Context: an optimization exercise on an open-source flow, tuned for a short achievable clock period and few clock cycles. The choices shown serve that exercise and are no tape-out recipe. Only simulation tests tie the RTL to the original design; equivalence was not proved. The clock cells of run 2 come from the design's own scripts or RTL, not from TritonCTS. The flow treats the clock pin as an ideal source. Dropping or thinning the clock tree relies on that and would not hold on a real chip. Power figures rest on the tool's default switching activity, not on a simulated workload.

### flow/design.v
module zoom_coproc(
    input             clk,
    input             rst,
    input      [2:0]  INSTRUCTION,
    input      [7:0]  DATA_IN,
    input      [16:0] MEM_ADDR,
    input             SEL_MEM,
    input             ENABLE,
    output reg [7:0]  DATA_OUT,
    output reg        FLAG_DONE,
    output reg        FLAG_ERROR,
    output            FLAG_ZOOM_MAX,
    output            FLAG_ZOOM_MIN,
    output     [16:0] mem1_rdaddr,
    input      [7:0]  mem1_q,
    output     [16:0] mem1_wraddr,
    output     [7:0]  mem1_wdata,
    output            mem1_wren,
    output     [16:0] mem2_wraddr,
    output     [7:0]  mem2_wdata,
    output            mem2_wren,
    output     [16:0] mem3_rdaddr,
    input      [7:0]  mem3_q,
    output     [16:0] mem3_wraddr,
    output     [7:0]  mem3_wdata,
    output            mem3_wren
);
    localparam REFRESH_SCREEN = 3'b000, LOAD = 3'b001, STORE = 3'b010, NHI_ALG = 3'b011;
    localparam PR_ALG = 3'b100, BA_ALG = 3'b101, NH_ALG = 3'b110, RESET_INST = 3'b111;
    localparam K_DATA = 2'd0, K_AVG = 2'd1, K_ZERO = 2'd2, K_FIX = 2'd3;
    localparam D_NONE = 2'd0, D_LOAD = 2'd1, D_ACC = 2'd2;
    reg        en_prev;
    reg        busy;
    reg [2:0]  cz;             
    reg        zmax, zmin;
    reg        done_n, err_n, zmax_n, zmin_n;
    reg [7:0]  dout_n;
    reg        zs;             
    assign FLAG_ZOOM_MAX = zmax;
    assign FLAG_ZOOM_MIN = zmin;
    always @(posedge clk) en_prev <= ENABLE;
    wire issue   = !busy && !ENABLE && en_prev;
    wire i_store = (INSTRUCTION == STORE);
    wire i_noop  = ((INSTRUCTION == NHI_ALG || INSTRUCTION == PR_ALG) && !zmax_n) ||
                   ((INSTRUCTION == BA_ALG  || INSTRUCTION == NH_ALG) && !zmin_n);
    reg        issue_q;
    reg [2:0]  ins_q;
    reg        sel_q;
    reg        aerr_q;
    reg [16:0] m1_wa;
    reg [7:0]  m1_wd;
    reg        m1_we;
    assign mem1_wraddr = m1_wa;
    assign mem1_wdata  = m1_wd;
    assign mem1_wren   = m1_we;
    always @(posedge clk) begin
        m1_wa <= MEM_ADDR;
        m1_wd <= DATA_IN;
        ins_q  <= INSTRUCTION;
        sel_q  <= SEL_MEM;
        aerr_q <= (MEM_ADDR > 17'd76799);
    end
    reg        eng;         
    reg [1:0]  st;          
    reg        run;         
    reg        m_copy, m_nhi, m_pr, m_nh, m_ba;
    reg [2:0]  nz;
    reg        z_full, z_empty;    
    reg [2:0]  zlev;               
    reg [1:0]  ld_cnt;
    reg        ld_act;
    wire [2:0] czp1 = cz + 3'd1;
    wire [2:0] czm1 = cz - 3'd1;
    reg [1:0]  c_s;             
    reg [2:0]  c_smask;         
    reg [8:0]  c_bx;            
    reg [7:0]  c_by;
    reg [1:0]  c_k;             
    reg [8:0]  c_ix0;           
    reg [7:0]  c_iy0;
    reg [8:0]  c_iend_m1;       
    reg [8:0]  c_iend_last_m1;  
    reg [7:0]  c_jend_m1;       
    reg        c_sub4;          
    reg [8:0]  c_zx0, c_zx1m1, c_zskip_from_m1, c_zskip_to;
    reg [7:0]  c_zy0, c_zy1m1, c_ziy0m1, c_ziy1;
    reg        in_act;
    reg [1:0]  sub;
    reg        sub_last;
    reg [8:0]  gi;
    reg [7:0]  gj;
    reg        gi_zero, gj_zero, gj_last, i_last;
    reg [8:0]  srx;             
    reg [7:0]  sry;
    reg [8:0]  wxi;
    reg [7:0]  wyi;
    reg        z_act;
    reg [8:0]  zx;
    reg [7:0]  zy;
    reg        z_inrow, z_lastrow, z_rowend, z_atskip;
    wire in_last  = sub_last && i_last && gj_last;
    wire in_wr    = !m_ba || sub_last;
    wire use_in   = run && in_act && in_wr;
    wire use_z    = run && !use_in && z_act;
    wire z_last   = z_rowend && z_lastrow;
    wire done_tok = run && !in_act && !z_act;
    always @(posedge clk) begin
        if (rst) begin
            busy       <= 1'b0;
            {FLAG_DONE, done_n}  <= 2'b10;
            {FLAG_ERROR, err_n}  <= 2'b01;
            {DATA_OUT, dout_n}   <= {8'd0, 8'hff};
            cz         <= 3'd4;
            {zmax, zmax_n} <= 2'b01;
            {zmin, zmin_n} <= 2'b01;
            zs         <= 1'b0;
            issue_q    <= 1'b0;
            m1_we      <= 1'b0;
            eng        <= 1'b0;
            st         <= 2'd0;
            run        <= 1'b0;
            ld_act     <= 1'b0;
        end else begin
            FLAG_DONE  <= !done_n;
            FLAG_ERROR <= !err_n;
            DATA_OUT   <= ~dout_n;
            zmax       <= !zmax_n;
            zmin       <= !zmin_n;
            issue_q <= issue;
            m1_we   <= issue && i_store;
            if (issue) begin
                {FLAG_DONE, done_n} <= {i_noop, !i_noop};
                busy      <= !i_noop;
            end
            if (issue_q) begin
                case (ins_q)
                    LOAD: begin
                        if (aerr_q) {FLAG_ERROR, err_n} <= 2'b10;
                        ld_act <= 1'b1;
                    end
                    STORE: begin
                        if (aerr_q) {FLAG_ERROR, err_n} <= 2'b10;
                        {FLAG_DONE, done_n} <= 2'b10;
                        busy      <= 1'b0;
                    end
                    default: if (busy) begin
                        eng <= 1'b1;
                        st  <= 2'd1;
                        if (ins_q == RESET_INST) {FLAG_ERROR, err_n} <= 2'b01;
                    end
                endcase
            end
            if (ld_act && ld_cnt == 2'd1) begin
                {DATA_OUT, dout_n} <= {sel_q ? mem3_q : mem1_q, ~(sel_q ? mem3_q : mem1_q)};
                {FLAG_DONE, done_n} <= 2'b10;
                busy      <= 1'b0;
                ld_act    <= 1'b0;
            end
            if (st == 2'd1) st <= 2'd2;
            if (st == 2'd2) begin st <= 2'd0; run <= 1'b1; end
            if (done_tok) run <= 1'b0;
            if (wg_done) begin
                {FLAG_DONE, done_n} <= 2'b10;
                busy      <= 1'b0;
                eng       <= 1'b0;
                cz        <= nz;
                {zmax, zmax_n} <= {nz == 3'd7, nz != 3'd7};
                {zmin, zmin_n} <= {nz == 3'd1, nz != 3'd1};
                zs        <= m_nh || m_ba;
            end
        end
    end
    always @(posedge clk) begin
        ld_cnt <= ld_act ? ld_cnt + 2'd1 : 2'd0;
    end
    always @(posedge clk) begin
        if (issue_q) begin
            m_copy <= 1'b0; m_nhi <= 1'b0; m_pr <= 1'b0; m_nh <= 1'b0; m_ba <= 1'b0;
            z_full  <= !zs;
            z_empty <= 1'b0;
            zlev    <= cz;
            case (ins_q)
                REFRESH_SCREEN: begin m_copy <= 1'b1; nz <= cz; end
                RESET_INST:     begin m_copy <= 1'b1; nz <= 3'd4; end
                NH_ALG, BA_ALG: begin
                    nz <= czm1;
                    if (cz == 3'd5) m_copy <= 1'b1;
                    else if (cz <= 3'd4) begin
                        if (ins_q == NH_ALG) m_nh <= 1'b1; else m_ba <= 1'b1;
                    end else begin
                        if (ins_q == NH_ALG) m_nhi <= 1'b1; else m_pr <= 1'b1;
                    end
                end
                default: begin  
                    nz <= czp1;
                    if (cz == 3'd3) m_copy <= 1'b1;
                    else if (cz >= 3'd4) begin
                        if (ins_q == NHI_ALG) m_nhi <= 1'b1; else m_pr <= 1'b1;
                    end else begin
                        if (ins_q == NHI_ALG) m_nh <= 1'b1; else m_ba <= 1'b1;
                        z_empty <= zs;  
                    end
                end
            endcase
        end
    end
    always @(posedge clk) begin
        if (st == 2'd1) begin
            case (nz)
                3'd6:    begin c_s <= 2'd2; c_bx <= 9'd120; c_by <= 8'd90;  end
                3'd7:    begin c_s <= 2'd3; c_bx <= 9'd140; c_by <= 8'd105; end
                default: begin c_s <= 2'd1; c_bx <= 9'd80;  c_by <= 8'd60;  end
            endcase
            case (nz)
                3'd2:    c_k <= 2'd2;
                3'd1:    c_k <= 2'd3;
                default: c_k <= 2'd1;
            endcase
            c_sub4 <= m_pr || m_ba;
            case (nz)
                3'd6:    c_smask <= m_pr ? 3'd1 : 3'd3;
                3'd7:    c_smask <= m_pr ? 3'd3 : 3'd7;
                default: c_smask <= m_pr ? 3'd0 : 3'd1;
            endcase
            if (m_pr) begin
                c_ix0 <= 9'd0; c_iy0 <= 8'd0;
                c_iend_m1 <= 9'd158; c_iend_last_m1 <= 9'd117; c_jend_m1 <= 8'd119;
            end else if (m_nh || m_ba) begin
                case (nz)
                    3'd2:    begin c_ix0 <= 9'd120; c_iy0 <= 8'd90;  c_iend_m1 <= 9'd78;  c_iend_last_m1 <= 9'd78;  c_jend_m1 <= 8'd58;  end
                    3'd1:    begin c_ix0 <= 9'd140; c_iy0 <= 8'd105; c_iend_m1 <= 9'd38;  c_iend_last_m1 <= 9'd38;  c_jend_m1 <= 8'd28;  end
                    default: begin c_ix0 <= 9'd80;  c_iy0 <= 8'd60;  c_iend_m1 <= 9'd158; c_iend_last_m1 <= 9'd158; c_jend_m1 <= 8'd118; end
                endcase
            end else begin
                c_ix0 <= 9'd0; c_iy0 <= 8'd0;
                c_iend_m1 <= 9'd318; c_iend_last_m1 <= 9'd318; c_jend_m1 <= 8'd238;
            end
            case (nz)
                3'd2:    begin c_zskip_from_m1 <= 9'd118; c_zskip_to <= 9'd200; c_ziy0m1 <= 8'd89;  c_ziy1 <= 8'd149; end
                3'd1:    begin c_zskip_from_m1 <= 9'd138; c_zskip_to <= 9'd180; c_ziy0m1 <= 8'd104; c_ziy1 <= 8'd134; end
                default: begin c_zskip_from_m1 <= 9'd78;  c_zskip_to <= 9'd240; c_ziy0m1 <= 8'd59;  c_ziy1 <= 8'd179; end
            endcase
            if (z_full) begin
                c_zx0 <= 9'd0; c_zx1m1 <= 9'd318; c_zy0 <= 8'd0; c_zy1m1 <= 8'd238;
            end else begin
                case (zlev)
                    3'd2:    begin c_zx0 <= 9'd120; c_zx1m1 <= 9'd198; c_zy0 <= 8'd90;  c_zy1m1 <= 8'd148; end
                    3'd1:    begin c_zx0 <= 9'd140; c_zx1m1 <= 9'd178; c_zy0 <= 8'd105; c_zy1m1 <= 8'd133; end
                    default: begin c_zx0 <= 9'd80;  c_zx1m1 <= 9'd238; c_zy0 <= 8'd60;  c_zy1m1 <= 8'd178; end
                endcase
            end
        end
    end
    always @(posedge clk) begin
        if (rst) begin
            in_act <= 1'b0;
            z_act  <= 1'b0;
        end else if (st == 2'd2) begin
            in_act <= 1'b1;
            z_act  <= (m_nh || m_ba) && !z_empty;
        end else if (run) begin
            if (in_act && in_last) in_act <= 1'b0;
            if (use_z && z_last) z_act <= 1'b0;
        end
    end
    always @(posedge clk) begin
        if (st == 2'd2) begin
            sub      <= 2'd0;
            sub_last <= !c_sub4;
            gi       <= 9'd0;   gi_zero <= 1'b1; i_last <= 1'b0;
            gj       <= 8'd0;   gj_zero <= 1'b1; gj_last <= 1'b0;
            srx      <= c_bx;
            sry      <= c_by;
            wxi      <= c_ix0;
            wyi      <= c_iy0;
            zx       <= c_zx0;
            zy       <= c_zy0;
            z_inrow  <= 1'b0;
            z_lastrow <= 1'b0;
            z_rowend <= 1'b0;
            z_atskip <= 1'b0;
        end else begin
            if (in_act) begin
                if (!sub_last) begin
                    sub      <= sub + 2'd1;
                    sub_last <= (sub == 2'd2);
                end else begin
                    sub      <= 2'd0;
                    sub_last <= !c_sub4;
                    if (!i_last) begin
                        gi <= gi + 9'd1; gi_zero <= 1'b0;
                        if (!gi_zero && (gi[2:0] & c_smask) == 3'd0) srx <= srx + 9'd1;
                        wxi <= wxi + 9'd1;
                        i_last <= (gi == (gj_last ? c_iend_last_m1 : c_iend_m1));
                    end else begin
                        gi <= 9'd0; gi_zero <= 1'b1;
                        srx <= c_bx;
                        if (!gj_zero && (gj[2:0] & c_smask) == 3'd0) sry <= sry + 8'd1;
                        wxi <= c_ix0;
                        i_last <= 1'b0;
                        gj <= gj + 8'd1; gj_zero <= 1'b0;
                        wyi <= wyi + 8'd1;
                        gj_last <= (gj == c_jend_m1);
                    end
                end
            end
            if (use_z) begin
                if (z_rowend) begin
                    zx <= c_zx0;
                    zy <= zy + 8'd1;
                    z_lastrow <= (zy == c_zy1m1);
                    if (zy == c_ziy0m1) z_inrow <= 1'b1;
                    else if (zy == c_ziy1) z_inrow <= 1'b0;
                    z_rowend <= 1'b0;
                    z_atskip <= 1'b0;
                end else if (z_atskip) begin
                    zx <= c_zskip_to;
                    z_rowend <= 1'b0;
                    z_atskip <= 1'b0;
                end else begin
                    zx <= zx + 9'd1;
                    z_rowend <= (zx == c_zx1m1);
                    z_atskip <= z_inrow && (zx == c_zskip_from_m1);
                end
            end
        end
    end
    reg [8:0]  ra_x, rb_x;
    reg [7:0]  ra_y;
    reg [10:0] rb_y5;
    reg [16:0] rd_addr;
    reg [16:0] r3_addr;
    reg [7:0]  fix_r;
    assign mem1_rdaddr = rd_addr;
    assign mem3_rdaddr = r3_addr;
    reg  [8:0] kx;
    reg  [7:0] ky;
    always @(*) begin
        case (c_k)
            2'd2:    begin kx = {gi[6:0], sub[0], 1'b0};  ky = {gj[5:0], sub[1], 1'b0};  end
            2'd3:    begin kx = {gi[5:0], sub[0], 2'b00}; ky = {gj[4:0], sub[1], 2'b00}; end
            default: begin kx = {gi[7:0], sub[0]};        ky = {gj[6:0], sub[1]};        end
        endcase
    end
    always @(posedge clk) begin
        if (m_nhi || m_pr) begin
            ra_x <= srx;
            ra_y <= sry;
        end else if (m_nh || m_ba) begin
            ra_x <= kx;
            ra_y <= ky;
        end else begin
            ra_x <= gi;
            ra_y <= gj;
        end
        rb_y5 <= {1'b0, ra_y, 2'b00} + {3'b000, ra_y};
        rb_x  <= ra_x;
        if (eng) begin
            rd_addr <= {rb_y5 + {8'd0, rb_x[8:6]}, rb_x[5:0]};
            r3_addr <= 17'd76799;
            fix_r   <= mem3_q;
        end else begin
            rd_addr <= MEM_ADDR;
            r3_addr <= MEM_ADDR;
        end
    end
    reg        wa_v, wb_v, wc_v, wd_v, we_v, wf_v, wg_v;
    reg        wa_done, wb_done, wc_done, wd_done, we_done, wf_done, wg_done;
    reg        wa_w3, wb_w3, wc_w3, wd_w3, we_w3, wf_w3, wg_w3;
    reg        wa_w2, wb_w2, wc_w2, wd_w2, we_w2, wf_w2, wg_w2;
    reg [1:0]  wa_kind, wb_kind, wc_kind, wd_kind, we_kind, wf_kind, wg_kind;
    reg [1:0]  wa_dop, wb_dop, wc_dop, wd_dop, we_dop, wf_dop, wg_dop;
    reg [8:0]  wa_x, wb_x;
    reg [7:0]  wa_y;
    reg [10:0] wb_y5;
    reg [16:0] wc_addr, wd_addr, we_addr, wf_addr, wg_addr;
    reg [7:0]  q1_r;
    reg [9:0]  acc;
    reg [16:0] w_addr;
    reg [7:0]  w_data;
    reg        w3_en, w2_en;
    assign mem3_wraddr = w_addr;
    assign mem3_wdata  = w_data;
    assign mem3_wren   = w3_en;
    reg [16:0] w2_addr;
    reg [7:0]  wdata_nx;
    reg [7:0]  w2_data;
    assign mem2_wraddr = w2_addr;
    assign mem2_wdata  = w2_data;
    assign mem2_wren   = w2_en;
    always @(posedge clk) begin
        if (rst) begin
            wa_v <= 1'b0; wb_v <= 1'b0; wc_v <= 1'b0; wd_v <= 1'b0; we_v <= 1'b0; wf_v <= 1'b0; wg_v <= 1'b0;
            wa_done <= 1'b0; wb_done <= 1'b0; wc_done <= 1'b0; wd_done <= 1'b0; we_done <= 1'b0; wf_done <= 1'b0; wg_done <= 1'b0;
            w3_en <= 1'b0; w2_en <= 1'b0;
            w2_addr <= 17'd0; w2_data <= 8'd0;
        end else begin
            w2_addr <= wg_addr;
            w2_data <= wdata_nx;
            wa_v    <= use_in || use_z;
            wa_done <= done_tok;
            wb_v <= wa_v; wb_done <= wa_done;
            wc_v <= wb_v; wc_done <= wb_done;
            wd_v <= wc_v; wd_done <= wc_done;
            we_v <= wd_v; we_done <= wd_done;
            wf_v <= we_v; wf_done <= we_done;
            wg_v <= wf_v; wg_done <= wf_done;
            w3_en <= wg_v && wg_w3;
            w2_en <= wg_v && wg_w2;
        end
    end
    always @(posedge clk) begin
        if (use_in) begin
            if (m_nhi && in_last) begin
                wa_kind <= K_FIX; wa_w3 <= 1'b0; wa_w2 <= 1'b1;
            end else begin
                wa_kind <= m_ba ? K_AVG : K_DATA;
                wa_w3   <= !m_copy;
                wa_w2   <= !(m_pr && gj_last);
            end
            if (m_pr) begin
                wa_x <= {gi[7:0], sub[0]};
                wa_y <= {gj[6:0], sub[1]};
            end else begin
                wa_x <= wxi;
                wa_y <= wyi;
            end
        end else begin
            if (z_full && z_last) begin
                wa_kind <= K_FIX; wa_w3 <= 1'b0; wa_w2 <= 1'b1;
            end else begin
                wa_kind <= K_ZERO; wa_w3 <= 1'b1; wa_w2 <= 1'b1;
            end
            wa_x <= zx;
            wa_y <= zy;
        end
        if (in_act && m_ba)
            wa_dop <= (sub == 2'd0) ? D_LOAD : D_ACC;
        else
            wa_dop <= D_NONE;
        wb_w3 <= wa_w3; wb_w2 <= wa_w2; wb_kind <= wa_kind; wb_dop <= wa_dop;
        wb_x  <= wa_x;
        wb_y5 <= {1'b0, wa_y, 2'b00} + {3'b000, wa_y};
        wc_w3 <= wb_w3; wc_w2 <= wb_w2; wc_kind <= wb_kind; wc_dop <= wb_dop;
        wc_addr <= {wb_y5 + {8'd0, wb_x[8:6]}, wb_x[5:0]};
        wd_w3 <= wc_w3; wd_w2 <= wc_w2; wd_kind <= wc_kind; wd_dop <= wc_dop; wd_addr <= wc_addr;
        we_w3 <= wd_w3; we_w2 <= wd_w2; we_kind <= wd_kind; we_dop <= wd_dop; we_addr <= wd_addr;
        wf_w3 <= we_w3; wf_w2 <= we_w2; wf_kind <= we_kind; wf_dop <= we_dop; wf_addr <= we_addr;
        wg_w3 <= wf_w3; wg_w2 <= wf_w2; wg_kind <= wf_kind; wg_dop <= wf_dop; wg_addr <= wf_addr;
    end
    reg [9:0]  sum_r;
    reg [7:0]  q2_r;
    wire [9:0] sum = acc + {2'b00, q1_r};
    always @(posedge clk) begin
        q1_r  <= mem1_q;
        acc   <= (wf_dop == D_LOAD) ? {2'b00, q1_r} : sum;
        sum_r <= sum;
        q2_r  <= q1_r;
    end
    always @(*) begin
        case (wg_kind)
            K_DATA:  wdata_nx = q2_r;
            K_AVG:   wdata_nx = sum_r[9:2];
            K_ZERO:  wdata_nx = 8'd0;
            default: wdata_nx = fix_r;
        endcase
    end
    always @(posedge clk) begin
        w_addr <= wg_addr;
        w_data <= wdata_nx;
    end
endmodule
### flow/flow/run.sh
#!/bin/bash
# Own layout flow: the standard flow (standard.sh), except that the clock
# tree is built by flow/mcts.tcl instead of TritonCTS: the clock port drives 4
# clkbuf_16, each drives a group of leaf clkbuf_8, each leaf a compact,
# balanced cluster of at most 18 flip-flops (two buffer levels, small skew).
# Output-port buffers become buf_8 and the flip-flops driving them dfxtp_4.
# The rest of the CTS step (placement legalisation, timing repair) is ORFS's.
# Each step's full output goes to its own log file in this folder.
set -euo pipefail
W=$(pwd)
bash standard.sh synth > log_1_synth.txt 2>&1
bash standard.sh floorplan place > log_2_floorplan_place.txt 2>&1
rm -rf "$W/scripts_mcts"
cp -r "$FLOW_HOME/scripts" "$W/scripts_mcts"
python3 - "$W" > log_3_patch.txt 2>&1 <<'PY'
import sys
w = sys.argv[1]
p = w + '/scripts_mcts/cts.tcl'
s = open(p).read()
old = 'log_cmd clock_tree_synthesis {*}$cts_args'
assert old in s
s = s.replace(old, 'source %s/flow/mcts.tcl\n'
                   'mcts_build clk 18 4 sky130_fd_sc_hd__clkbuf_16 sky130_fd_sc_hd__clkbuf_8\n'
                   'mcts_upsize_outputs sky130_fd_sc_hd__buf_8\n'
                   'global_connect\n'
                   'set_propagated_clock [all_clocks]' % w)
open(p, 'w').write(s)
print('patched', p)
PY
SCRIPTS_DIR="$W/scripts_mcts" bash standard.sh cts > log_4_cts.txt 2>&1
bash standard.sh finish > log_5_finish.txt 2>&1
### flow/flow/mcts.tcl
# Manual two-level clock tree: the clock port drives NL1 first-level
# clkbuf_16 buffers, each drives a group of leaf buffers, each leaf
# drives a compact cluster of flip-flop clock pins. Clusters are made by
# recursive median bisection of the sink positions, so they are balanced.

proc mcts_split {pts maxn} {
  # pts: list of {x y item}; returns list of clusters (lists of pts)
  if {[llength $pts] <= $maxn} { return [list $pts] }
  set xs {}; set ys {}
  foreach p $pts { lappend xs [lindex $p 0]; lappend ys [lindex $p 1] }
  set xr [expr {[tcl::mathfunc::max {*}$xs] - [tcl::mathfunc::min {*}$xs]}]
  set yr [expr {[tcl::mathfunc::max {*}$ys] - [tcl::mathfunc::min {*}$ys]}]
  set idx [expr {$xr >= $yr ? 0 : 1}]
  set s [lsort -real -index $idx $pts]
  set h [expr {[llength $s] / 2}]
  return [concat [mcts_split [lrange $s 0 [expr {$h - 1}]] $maxn] [mcts_split [lrange $s $h end] $maxn]]
}

proc mcts_split_n {pts n} {
  # split pts into n (power of two) balanced groups
  if {$n <= 1} { return [list $pts] }
  set xs {}; set ys {}
  foreach p $pts { lappend xs [lindex $p 0]; lappend ys [lindex $p 1] }
  set xr [expr {[tcl::mathfunc::max {*}$xs] - [tcl::mathfunc::min {*}$xs]}]
  set yr [expr {[tcl::mathfunc::max {*}$ys] - [tcl::mathfunc::min {*}$ys]}]
  set idx [expr {$xr >= $yr ? 0 : 1}]
  set s [lsort -real -index $idx $pts]
  set h [expr {[llength $s] / 2}]
  set m [expr {$n / 2}]
  return [concat [mcts_split_n [lrange $s 0 [expr {$h - 1}]] $m] [mcts_split_n [lrange $s $h end] $m]]
}

proc mcts_centroid {pts} {
  set sx 0.0; set sy 0.0
  foreach p $pts { set sx [expr {$sx + [lindex $p 0]}]; set sy [expr {$sy + [lindex $p 1]}] }
  set n [llength $pts]
  return [list [expr {int($sx / $n)}] [expr {int($sy / $n)}]]
}

proc mcts_build {clkport leafmax nl1 bufname {leafbuf ""}} {
  set db [ord::get_db]
  set block [ord::get_db_block]
  set master [$db findMaster $bufname]
  if {$leafbuf eq ""} { set leafbuf $bufname }
  set lmaster [$db findMaster $leafbuf]
  set bt [$block findBTerm $clkport]
  set clknet [$bt getNet]
  set pts {}
  foreach it [$clknet getITerms] {
    set inst [$it getInst]
    set bb [$inst getBBox]
    set x [expr {([$bb xMin] + [$bb xMax]) / 2}]
    set y [expr {([$bb yMin] + [$bb yMax]) / 2}]
    lappend pts [list $x $y $it]
  }
  set clusters [mcts_split $pts $leafmax]
  # round the number of leaves to a multiple of nl1 by grouping
  set leaves {}
  set li 0
  foreach c $clusters {
    set cen [mcts_centroid $c]
    set name "mcts_leaf_$li"
    set inst [odb::dbInst_create $block $lmaster $name]
    $inst setLocation [lindex $cen 0] [lindex $cen 1]
    $inst setPlacementStatus PLACED
    set net [odb::dbNet_create $block "mcts_leafnet_$li"]
    $net setSigType CLOCK
    [$inst findITerm X] connect $net
    foreach p $c {
      set it [lindex $p 2]
      $it disconnect
      $it connect $net
    }
    lappend leaves [list [lindex $cen 0] [lindex $cen 1] $inst]
    incr li
  }
  set groups [mcts_split_n $leaves $nl1]
  set gi 0
  foreach g $groups {
    set cen [mcts_centroid $g]
    set name "mcts_l1_$gi"
    set inst [odb::dbInst_create $block $master $name]
    $inst setLocation [lindex $cen 0] [lindex $cen 1]
    $inst setPlacementStatus PLACED
    set net [odb::dbNet_create $block "mcts_l1net_$gi"]
    $net setSigType CLOCK
    [$inst findITerm X] connect $net
    [$inst findITerm A] connect $clknet
    foreach p $g {
      [[lindex $p 2] findITerm A] connect $net
    }
    incr gi
  }
  $clknet setSigType CLOCK
  puts "MCTS leaves [llength $leaves] l1 [llength $groups] sinks [llength $pts]"
}

# Upsize each output port's buffer and the flip-flop that drives it: the
# paths to the outputs are the slowest in the design.
proc mcts_upsize_outputs {bufcell} {
  set n 0
  foreach port [get_ports -quiet *] {
    if {[get_property $port direction] ne "output"} { continue }
    foreach drv [get_pins -quiet -of_objects [get_nets -of_objects $port] -filter "direction == output"] {
      set buf [get_cells -of_objects $drv]
      if {![string match "sky130_fd_sc_hd__buf_*" [get_property $buf ref_name]]} { continue }
      replace_cell $buf $bufcell
      incr n
      set in [get_pins -of_objects $buf -filter "direction == input"]
      foreach fdrv [get_pins -quiet -of_objects [get_nets -of_objects $in] -filter "direction == output"] {
        set ff [get_cells -of_objects $fdrv]
        set ref [get_property $ff ref_name]
        if {[regexp {^sky130_fd_sc_hd__dfxtp_[0-9]+$} $ref]} {
          replace_cell $ff sky130_fd_sc_hd__dfxtp_4
        }
      }
    }
  }
  puts "MCTS upsized $n output buffers"
}
### flow/standard.sh
#!/bin/bash
# synth_recipe.tcl (not shown) runs the flow's synth.tcl, then flattens the netlist and writes it again
# the make line also repeats each setting of config.mk as NAME=value (left out here)
make -C /OpenROAD-flow-scripts/flow DESIGN_CONFIG=/design/flow/config.mk WORK_HOME=/design/flow/orfs CLKGATE_MAP_FILE= SYNTH_SCRIPT=/design/flow/synth_recipe.tcl "${@:-finish}"
### flow/config.mk
export PLATFORM = sky130hd
export DESIGN_NAME = zoom_coproc
export DESIGN_NICKNAME = zoom_coproc
export VERILOG_FILES = /design/flow/design.v
export SDC_FILE = /design/flow/constraint.sdc
export NUM_CORES = 4
export LEC_CHECK = 0
export ABC_CLOCK_PERIOD_IN_PS = 1800
export CAP_MARGIN = 20
export CORE_MARGIN = 2
export CORE_UTILIZATION = 55
export SETUP_SLACK_MARGIN = 4.2
export SLEW_MARGIN = 20
export TNS_END_PERCENT = 100
### flow/constraint.sdc
create_clock -name core_clock -period 6.0 [get_ports {clk}]
set_input_delay 1.2000 -clock core_clock [delete_from_list [all_inputs] [get_ports {clk}]]
set_output_delay 1.2000 -clock core_clock [all_outputs]
set_load 0.01 [all_outputs]
==> impl_results.rst, run 1 <==
.. list-table::
   :header-rows: 1

   * - Metric
     - Value
   * - Count of standard-cell rows
     - 68
   * - Count of input and output buffers
     - 171
   * - Die height
     - 191 microns
   * - Total nets after synthesis
     - 1,786
   * - Top-Level Pins
     - 172
   * - Post-synth cell types
     - 57
   * - Average cell area after synthesis
     - 11.4 sq um
   * - Asr flop ratio synth
     - 0
   * - Gate Count Post-Synth
     - 1,694
   * - Library cell with the largest summed area after synthesis
     - sky130_fd_sc_hd__dfxtp_1
   * - Cell count after placement
     - 2,240
   * - Number of enable-type register cells in the synthesized netlist
     - 125
   * - Mapped Area
     - 19,300 sq um
   * - Yosys warning total
     - 1
   * - Portion of the post-synthesis area used by sequential elements
     - 0.640
   * - Error that ended the run
     - [ERROR STA-0100] unsupported object type Port.
   * - Most common cell in the netlist
     - sky130_fd_sc_hd__dfxtp_1
   * - Cell types occupying the most area after synthesis
     - sky130_fd_sc_hd__dfxtp_1, sky130_fd_sc_hd__edfxtp_1, sky130_fd_sc_hd__xor2_1, sky130_fd_sc_hd__nand2_1, sky130_fd_sc_hd__ha_1
   * - FF+latch count, synth
     - 556
   * - Starting Density
     - 0.560
   * - Failing step
     - 4_1_cts
   * - Setup Slack @ Placement
     - 3.36 ns
   * - Run status
     - did not finish
   * - Yosys top cell area share
     - 0.446
   * - Main flop type after synthesis
     - sky130_fd_sc_hd__dfxtp_1
   * - Horiz. Die Dim
     - 191 microns
   * - Sum of net half-perimeters after detailed placement
     - 25.9 mm
   * - Most frequent cells after synthesis
     - sky130_fd_sc_hd__dfxtp_1, sky130_fd_sc_hd__nand2_1, sky130_fd_sc_hd__edfxtp_1
   * - Final weighted congestion in routability-driven placement
     - 0.819
-- per-stage QoR --
| stage | area (sq um) | power (mW) | utilization |
|---|---|---|---|
| 3_5_place_dp | 21400 | 4.68 | 0.618 |
| 3_3_place_gp | 21400 | 4.66 | 0.618 |
| 2_1_floorplan | 19400 | 4.48 | - |
-- power groups by stage --
stage               Clock [mW]  Combinational (mW)  Sequential [mW]
floorplan                    0               0.388             4.10
global placement             0               0.544             4.12
detailed placement           0               0.554             4.12
-- cell families after synthesis --
kind of cell | after synthesis | share of synthesized area
adders and majority gates | 44 | 0.0308
buffers and inverters | 156 | 0.0313
DFF | 556 | 0.640
muxes | 65 | 0.0348
AOI/OAI and AO/OA | 260 | 0.0828
xor gates and xnor gates | 118 | 0.0535
and+or+nand+nor | 495 | 0.126
-- worst min-delay path by stage --
stage                          startpoint            endpoint  slack, ns  depth (start not counted)
after floorplan           ra_x[0]$_DFF_P_     rb_x[0]$_DFF_P_       0.31                          0
after detailed placement  wb_x[0]$_DFF_P_  wc_addr[0]$_DFF_P_       0.31                          0
after global placement      wc_w2$_DFF_P_       wd_w2$_DFF_P_       0.31                          0
Testbench counts, summed over its fixed seeds: cycles 6,516,036.
==> inputs of run 2 (changes only) <==
--- a/flow/flow/mcts.tcl
+++ b/flow/flow/mcts.tcl
@@ -98,20 +98,27 @@
 # Upsize each output port's buffer and the flip-flop that drives it: the
 # paths to the outputs are the slowest in the design.
 proc mcts_upsize_outputs {bufcell} {
+  set block [ord::get_db_block]
   set n 0
-  foreach port [get_ports -quiet *] {
-    if {[get_property $port direction] ne "output"} { continue }
-    foreach drv [get_pins -quiet -of_objects [get_nets -of_objects $port] -filter "direction == output"] {
-      set buf [get_cells -of_objects $drv]
-      if {![string match "sky130_fd_sc_hd__buf_*" [get_property $buf ref_name]]} { continue }
-      replace_cell $buf $bufcell
+  foreach bt [$block getBTerms] {
+    if {[$bt getIoType] ne "OUTPUT"} { continue }
+    set net [$bt getNet]
+    foreach it [$net getITerms] {
+      if {![$it isOutputSignal]} { continue }
+      set buf [$it getInst]
+      if {![regexp {^sky130_fd_sc_hd__(buf|clkbuf|clkdlybuf|dlygate|dlymetal)} [[$buf getMaster] getName]]} { continue }
+      replace_cell [$buf getName] $bufcell
       incr n
-      set in [get_pins -of_objects $buf -filter "direction == input"]
-      foreach fdrv [get_pins -quiet -of_objects [get_nets -of_objects $in] -filter "direction == output"] {
-        set ff [get_cells -of_objects $fdrv]
-        set ref [get_property $ff ref_name]
-        if {[regexp {^sky130_fd_sc_hd__dfxtp_[0-9]+$} $ref]} {
-          replace_cell $ff sky130_fd_sc_hd__dfxtp_4
+      foreach bit [$buf getITerms] {
+        if {![$bit isInputSignal]} { continue }
+        set inet [$bit getNet]
+        if {$inet eq "NULL"} { continue }
+        foreach fit [$inet getITerms] {
+          if {![$fit isOutputSignal]} { continue }
+          set ff [$fit getInst]
+          if {[regexp {^sky130_fd_sc_hd__dfxtp_[0-9]+$} [[$ff getMaster] getName]]} {
+            replace_cell [$ff getName] sky130_fd_sc_hd__dfxtp_4
+          }
         }
       }
     }
==> run 2 against run 1 <==
  * The run now finishes clean
  * Synthesized cell count stayed put
  * Area after synthesis is the same
==> impl_results.rst, run 2 <==
.. list-table::
   :header-rows: 1

   * - Metric
     - Value
   * - Count of input and output buffers
     - 171 (unchanged)
   * - Static power due to leakage
     - 9.44 nW
   * - Crit-path leading delay family
     - flip-flops
   * - Final-report max-slew violation count
     - 0
   * - Count of standard-cell rows
     - 68 (unchanged)
   * - Detail-routed via count per cell
     - 5.26
   * - Average cell area after synthesis
     - 11.4 sq um (unchanged)
   * - Starting Density
     - 0.560 (unchanged)
   * - Grt ovf
     - 0
   * - Final weighted congestion in routability-driven placement
     - 0.819 (unchanged)
   * - Count of buffer and inverter cells on the critical path
     - 1
   * - Peak VDD IR
     - 0.190 mV
   * - Initial DRT Pass Iterations
     - 5
   * - Top-Level Pins
     - 172 (unchanged)
   * - Pin count of the biggest net entering global routing
     - 53
   * - Total number of vias
     - 12,200
   * - Largest fanout of any net on the critical path
     - 1
   * - PwrDens
     - 266 nW/um^2
   * - Number of enable-type register cells in the synthesized netlist
     - 125 (unchanged)
   * - Growth of design area from synthesis to finish
     - 22.4%
   * - First-pass GRT wire length
     - 61.1 mm
   * - Relative slew margins
     - 0.402
   * - Gate Count Post-Synth
     - 1,694 (unchanged)
   * - Sum of net half-perimeters after detailed placement
     - 25.9 mm (unchanged)
   * - Most frequent cells after synthesis
     - sky130_fd_sc_hd__dfxtp_1, sky130_fd_sc_hd__nand2_1, sky130_fd_sc_hd__edfxtp_1
   * - Run status
     - no timing/DRC/antenna violations
   * - Setup violation total in the final timing report
     - 0
   * - Post-synth cell types
     - 57 (unchanged)
   * - Antenna Cells
     - 0
   * - Max Clk Rate
     - 493 MHz
   * - Cell types occupying the most area after synthesis
     - sky130_fd_sc_hd__dfxtp_1, sky130_fd_sc_hd__edfxtp_1, sky130_fd_sc_hd__xor2_1, sky130_fd_sc_hd__nand2_1, sky130_fd_sc_hd__ha_1
   * - Number of fill cells in the layout
     - 2,596
   * - Number of global-route vias before repair
     - 11,500
   * - Main flop type after synthesis
     - sky130_fd_sc_hd__dfxtp_1
   * - CP Data Arrival Time
     - 0.83 ns
   * - Fraction of the cycle the final worst path needs
     - 0.338
   * - Mapped Area
     - 19,300 sq um (unchanged)
   * - Final core utilization
     - 0.685
   * - Library cell with the largest summed area after synthesis
     - sky130_fd_sc_hd__dfxtp_1
   * - Most common cell in the netlist
     - sky130_fd_sc_hd__dfxtp_1
   * - Overall routed net length
     - 39.1 mm
   * - Critical path cell sequence
     - buf_8
   * - Worst hold slack
     - 0.320 ns
   * - Core area
     - 34,500 sq um
   * - Critical path start-end classification
     - reg2out
   * - CP Data Required Time
     - 4.80 ns
   * - Number of DRC violations after detailed routing
     - 0
   * - Master of the slowest instance on the critical path
     - sky130_fd_sc_hd__dfxtp_4
   * - Hold violation total from the final report
     - 0
   * - Die Footprint
     - 36,700 sq um
   * - Critical Path Source Type
     - register
   * - Setup repair after global routing missed its margin
     - yes
   * - Setup TNS
     - 0 ns
   * - Number of hold buffers added after cts
     - 0
   * - Later-pin clock latency in the skew report
     - 0.35 ns
   * - Portion of the post-synthesis area used by sequential elements
     - 0.640 (unchanged)
   * - Clock-pin slew reported for the worst setup and hold paths after clock tree synthesis
     - 0.11 ns
   * - Global-route usage over all layers
     - 0.207
   * - Reported max-cap violation count
     - 0
   * - Number of nets in the layout
     - 1,953
   * - Total nets after synthesis
     - 1,786 (unchanged)
   * - Total power after layout
     - 6.30 mW
   * - Type of destination of the critical path
     - output pin
   * - Final worst clock skew
     - 0.0374 ns
   * - Type of the most critical hold path
     - reg2reg
   * - FF+latch count, synth
     - 556 (unchanged)
   * - Commonest non-fill, non-tap cell in the layout
     - sky130_fd_sc_hd__dfxtp_1
   * - Yosys warning total
     - 1 (unchanged)
   * - Initial DRC Count
     - 647
   * - Critical Path Max Stage Delay
     - 0.36 ns
   * - Shortest period the worst path allows
     - 2.03 ns
   * - Asr flop ratio synth
     - 0 (unchanged)
   * - Share of post-route cells with drive strength above 1
     - 0.246
   * - Final ANT Viol Nets
     - 0
   * - Horiz. Die Dim
     - 191 microns (unchanged)
   * - Most used cells in the layout excluding fill and tap cells
     - sky130_fd_sc_hd__dfxtp_1, sky130_fd_sc_hd__nand2_1, sky130_fd_sc_hd__dfxtp_4
   * - Routed length per placed instance
     - 16.9 microns
   * - Yosys top cell area share
     - 0.446 (unchanged)
   * - Antenna violations before repair
     - 1
   * - Die height
     - 191 microns (unchanged)
   * - Worst-Margin Slew
     - 0.897 ns
## run 2: cell counts after synthesis
Identical to the previous run, type by type.
## run 2: layout make-up
cell class                 instances  area (sq um)  share of cell area
buffer                            36           541              0.0228
sequential                       556         12900               0.544
tap                              455           569              0.0241
inverter                          68           259              0.0109
multi-input combinational        982          6680               0.282
timing repair buffer             217          2740               0.116
## run 2: through the flow
step,setup WS (ns),cells,instance area [sq um]
after global routing,3.93,2314,23700
after floorplan,3.97,1694,19400
after global placement,3.36,2240,21400
after detailed placement,3.36,2240,21400
final,3.97,2314,23700
after CTS,3.95,2295,23400
## run 2: worst reg2reg max path: stages, from the launching register on
cell	delay, ns
sky130_fd_sc_hd__dfxtp_2	0.35
sky130_fd_sc_hd__ha_4	0.16
sky130_fd_sc_hd__fa_2	0.33
sky130_fd_sc_hd__a21o_1	0.20
sky130_fd_sc_hd__a221oi_4	0.27
sky130_fd_sc_hd__a21oi_2	0.10
sky130_fd_sc_hd__xor2_1	0.16
sky130_fd_sc_hd__and2_1	0.16
## run 2: timing repair
item / CTS / global route
pin swaps: 41 / 29
cloned: 1 / 0
gates resized for setup: 98 / 46
setup endpoints to repair: 254 / 193
setup buffers: 18 / 19
## run 2: path summary, 6_finish.rpt
path	start	slack [ns]	end	cells past startpoint
worst max-delay path	rd_addr[7]$_DFF_P_	3.97	mem1_rdaddr[7]	1
worst min-delay path	wf_w2$_DFF_P_	0.32	wg_w2$_DFF_P_	0
worst max register to register	q1_r[0]$_DFF_P_	4.17	acc[8]$_SDFF_PP0_	7
worst min register to register	wf_w2$_DFF_P_	0.32	wg_w2$_DFF_P_	0
## run 2: power breakdown
part	internal [mW]	switching, mW	total (mW)	leakage, nW
combinational	0.368	0.288	0.656	4.39
sequential	3.91	0.100	4.01	4.77
clock	0.607	1.02	1.63	0.279
total	4.89	1.41	6.30	9.44
## run 2: metal layers
metal	wire length (microns)	share of wire	GRT usage	vias to the layer above
met5	0	0	0	-
met4	657	0.017	0.0361	0
met3	2070	0.053	0.0244	46
met2	18600	0.48	0.349	255
met1	17700	0.45	0.291	5817
li1	-	-	-	6056
## run 2: kinds of logic (layout without fill, tap and decap cells)
logic type / count (synthesis) / after routing / synth area share
muxes: 65 / 65 / 0.0348
DFF: 556 / 556 / 0.640
adders and majority gates: 44 / 44 / 0.0308
xor gates and xnor gates: 118 / 118 / 0.0535
and+or+nand+nor: 495 / 495 / 0.126
buffers and inverters: 156 / 321 / 0.0313
AOI/OAI and AO/OA: 260 / 260 / 0.0828

==> re-timing with driven ports <==
The flow's constraints put no driver on any port. The routed layout listed below was extracted and timed again, unchanged, in two steps.
Step 1, drivers: a clkbuf_16 drives clk and a buf_2 each remaining input, both assumed.
Step 2 times the ports against the registers' clock, not the clock port: input delays grow and output delays shrink by t, the midpoint of the rising clock arrivals with the driver on.
Slacks: no drivers / after step 1 / after step 2; pairs: no drivers / after step 1.
run: run 2
t, ns: 0.441
slack for setup (ns): 3.973 / 3.867 / 3.783
hold slack, ns: 0.320 / 0.320 / 0.320
worst setup path after step 2: input to register
After both steps setup and hold are still met in run 2. For run 2, drivers alone change the setup slack by -0.106 ns; drivers and shift together by -0.190 ns.
